This design comes from an exercise in tuning for small area on the open sky130 flow, not from production work.
The RTL was checked by simulation tests, not by an equivalence proof against the original design.
No activity file was given, so power comes from the tool's default toggle rates.

## the previous run
==> flow/design.v (excerpt) <==
module stack(d_in, d_out, push, pop, reset, empty, full, clock);
For scale: about 2500 cells after synthesis, about 1100 flip-flops, roughly 38 I/O pins.
==> flow/config.mk <==
export PLATFORM = sky130hd
export DESIGN_NAME = stack
export DESIGN_NICKNAME = stack
export VERILOG_FILES = /design/flow/design.v
export SDC_FILE = /design/flow/constraint.sdc
export NUM_CORES = 8
export LEC_CHECK = 0
export CAP_MARGIN = 20
export CORE_MARGIN = 2
export CORE_UTILIZATION = 60
export SLEW_MARGIN = 20
==> flow/constraint.sdc <==
create_clock -name core_clock -period 7.0 [get_ports {clock}]
set_input_delay 1.4000 -clock core_clock [delete_from_list [all_inputs] [get_ports {clock}]]
set_output_delay 1.4000 -clock core_clock [all_outputs]
set_load 0.01 [all_outputs]
standard.sh (not shown) runs the stock make flow with config.mk's settings and CLKGATE_MAP_FILE= SYNTH_SCRIPT=/design/flow/synth_recipe.tcl, a recipe that flattens the netlist after the stock synthesis.
==> flow/flow/run.sh <==
#!/bin/bash
# Own layout flow: the standard ORFS flow (standard.sh) with
#  - synthesis mapped by an area-oriented ABC script (registers unchanged:
#    same synth script, only the combinational mapping script differs),
#  - small port buffers, and a clock tree of small clock buffers without
#    dummy loads.
set -euo pipefail
export UPSIZE_FO=10
W=$(pwd)
F=$W/flow

# synthesis script: the standard flow's synth_recipe.tcl, sourcing a copy of ORFS's
# synth.tcl whose abc call uses flow/abc_area.script
sed "s|log_cmd abc {\*}\$abc_args|set abc_args [lreplace \$abc_args 1 1 $F/abc_area.script]; log_cmd abc {*}\$abc_args|" \
    "$FLOW_HOME/scripts/synth.tcl" > "$W/own_synth.tcl"
grep -q "abc_area.script\]; log_cmd abc" "$W/own_synth.tcl"
sed "s|source \$::env(SCRIPTS_DIR)/synth.tcl|source $W/own_synth.tcl|" synth_recipe.tcl > "$W/own_synth_recipe.tcl"
grep -q "own_synth.tcl" "$W/own_synth_recipe.tcl"

CTS=$(cat "$F/cts_args.txt")

bash standard.sh \
    SYNTH_SCRIPT="$W/own_synth_recipe.tcl" \
    BUFFER_PORTS_ARGS="-buffer_cell sky130_fd_sc_hd__buf_1" \
    CTS_ARGS="$CTS" \
    PRE_GLOBAL_PLACE_TCL="$F/pre_gpl.tcl" \
    finish > "$W/flow_make.log" 2>&1
==> flow/flow/abc_area.script <==
&get -n
&st
&dch
&nf -R 1000
&put
topo
stime -c
==> flow/flow/cts_args.txt <==
-sink_clustering_enable -repair_clock_nets -dont_use_dummy_load -buf_list sky130_fd_sc_hd__clkbuf_4 -sink_clustering_size 10 -sink_clustering_max_diameter 40
==> flow/flow/pre_gpl.tcl <==
# size up the drivers of high-fanout nets (row selects, write buses) so
# that placement does not need to buffer them
set n 0
foreach inst [get_cells *] {
  set cell [get_property $inst ref_name]
  if {![regexp {^sky130_fd_sc_hd__(nor2|nand2|a21oi|o21ai|nor2b|nand2b|and2|or2|a21o|o21a|xnor2|xor2|inv|clkinv)_(0|1)$} $cell -> base drv]} continue
  foreach pin [get_pins -of_objects $inst -filter "direction==output"] {
    set net [get_nets -of_objects $pin]
    set fo [llength [get_pins -of_objects $net -filter "direction==input"]]
    if {$fo >= $::env(UPSIZE_FO)} {
      replace_cell $inst sky130_fd_sc_hd__${base}_2
      incr n
    }
  }
}
puts "pre_gpl: upsized $n drivers"
diff inputs: the previous run => the current run
Settings: changing CORE_UTILIZATION from 60 to 70.
Notes after the runs:
The clock network fraction of design power on the previous run is in line with that on the current run. The previous run → the current run: count of port buffers added during placement level, global-route met2 utilization +6.5 points, design area moved down, core footprint went down by about 14%. The current run reports a lower total wire length after detailed routing than the previous run does. Any difference in power attributed to the clock group between the current run and the previous run is small enough to ignore. Taking the previous run as the reference, in the current run area share of and/or/nand/nor cells after synthesis held; share of the final layout cell area in multi-input gates went up 0.36 points; fraction of area in clock buffers and inverters held; count of buffers not belonging to the clock network in the layout went down 24%.

* * *

stack, a different RTL version from the one above (not shown whole).
Size in the first run: roughly 0.032 mm² of cells after synthesis.
==> flow/design.v (excerpt) <==
module stack(d_in, d_out, push, pop, reset, empty, full, clock);
clock: 7.0 ns
lec_check: 0
cap_margin: 20
core_margin: 2
core_utilization: 60
gpl_timing_driven: 0
slew_margin: 20
==> flow/flow/run.sh <==
#!/bin/bash
# Own layout flow: the standard ORFS flow (standard.sh) with
#  - synthesis mapped by an area-oriented ABC script (registers unchanged:
#    same synth script, only the combinational mapping script differs),
#  - small port buffers, and a clock tree of small clock buffers without
#    dummy loads.
set -euo pipefail
W=$(pwd)
F=$W/flow

# synthesis script: the standard flow's synth_recipe.tcl, sourcing a copy of ORFS's
# synth.tcl whose abc call uses flow/abc_area.script
sed "s|log_cmd abc {\*}\$abc_args|set abc_args [lreplace \$abc_args 1 1 $F/abc_area.script]; log_cmd abc {*}\$abc_args|" \
    "$FLOW_HOME/scripts/synth.tcl" > "$W/own_synth.tcl"
grep -q "abc_area.script\]; log_cmd abc" "$W/own_synth.tcl"
sed "s|source \$::env(SCRIPTS_DIR)/synth.tcl|source $W/own_synth.tcl|" synth_recipe.tcl > "$W/own_synth_recipe.tcl"
grep -q "own_synth.tcl" "$W/own_synth_recipe.tcl"

CTS=$(cat "$F/cts_args.txt")

bash standard.sh \
    SYNTH_SCRIPT="$W/own_synth_recipe.tcl" \
    BUFFER_PORTS_ARGS="-buffer_cell sky130_fd_sc_hd__buf_1" \
    CTS_ARGS="$CTS" \
    finish > "$W/flow_make.log" 2>&1
==> flow/flow/cts_args.txt <==
-sink_clustering_enable -repair_clock_nets -dont_use_dummy_load -buf_list sky130_fd_sc_hd__clkbuf_4 -sink_clustering_size 8 -sink_clustering_max_diameter 40
Scripts as last shown in full above: flow/flow/abc_area.script
The first run went through all stages and came out clean.
Change:
--- a/flow/flow/run.sh
+++ b/flow/flow/run.sh
@@ -6,4 +6,5 @@
 #    dummy loads.
 set -euo pipefail
+export UPSIZE_FO=10
 W=$(pwd)
 F=$W/flow
@@ -23,3 +24,4 @@
     BUFFER_PORTS_ARGS="-buffer_cell sky130_fd_sc_hd__buf_1" \
     CTS_ARGS="$CTS" \
+    PRE_GLOBAL_PLACE_TCL="$F/pre_gpl.tcl" \
     finish > "$W/flow_make.log" 2>&1
==> flow/flow/cts_args.txt (replaced) <==
-sink_clustering_enable -repair_clock_nets -dont_use_dummy_load -buf_list sky130_fd_sc_hd__clkbuf_4 -sink_clustering_size 10 -sink_clustering_max_diameter 40
==> flow/flow/pre_gpl.tcl (new file) <==
# size up the drivers of high-fanout nets (row selects, write buses) so
# that placement does not need to buffer them
set n 0
foreach inst [get_cells *] {
  set cell [get_property $inst ref_name]
  if {![regexp {^sky130_fd_sc_hd__(nor2|nand2|a21oi|o21ai|nor2b|nand2b|and2|or2|a21o|o21a|xnor2|xor2|inv|clkinv)_(0|1)$} $cell -> base drv]} continue
  foreach pin [get_pins -of_objects $inst -filter "direction==output"] {
    set net [get_nets -of_objects $pin]
    set fo [llength [get_pins -of_objects $net -filter "direction==input"]]
    if {$fo >= $::env(UPSIZE_FO)} {
      replace_cell $inst sky130_fd_sc_hd__${base}_2
      incr n
    }
  }
}
puts "pre_gpl: upsized $n drivers"
GPL_TIMING_DRIVEN = unset   (was 0)
First-iteration DRC count decreases by a little under a tenth.
Via count shrinks slightly.
Critical path depth fell by 7.
Fmax went up by a quarter to a third.
Setup slack is better by 1.6 ns.
Sequential power barely changes.
Design area is lower by a few percent.
Combinational power came out lower by a little under a tenth.
Routed wire length increases slightly.
Die area is unchanged.

[port drivers added, routing unchanged]
No port has a modelled driver above. Below, the same layouts with a new extraction and two added sets of constraints. Step 1 sets driving cells, clkbuf_16 on the clock port and buf_2 on the other inputs (assumed; they add their load-dependent delay and slew). Step 2 moves the port delays by t, midway between the first and last clock arrival at a register: inputs arrive t later, outputs are due t later. That takes back most of the time a late clock gives input paths. a / b / c = no drivers / after step 1 / after step 2; a / b = the first two.
run | shift t [ns] | slack for setup (ns) | hold slack, ns
the previous run | 1.079 | 1.638 / 1.638 / 0.828 | 0.313 / 0.313 / 0.313
the current run | 1.060 | 1.660 / 1.660 / 1.126 | 0.275 / 0.275 / 0.275
the first run of note 2 | 1.080 | 0.270 / 0.212 / -0.868 | 0.409 / 0.409 / 0.409
the second run of note 2 | 1.086 | 1.889 / 1.889 / 0.880 | 0.410 / 0.410 / 0.410
Met with ideal ports but missed after step 2: setup timing in the first run of note 2. The setup slack of the first run of note 2, which loses most, moves by -0.058 ns with the drivers and by -1.138 ns with both steps.
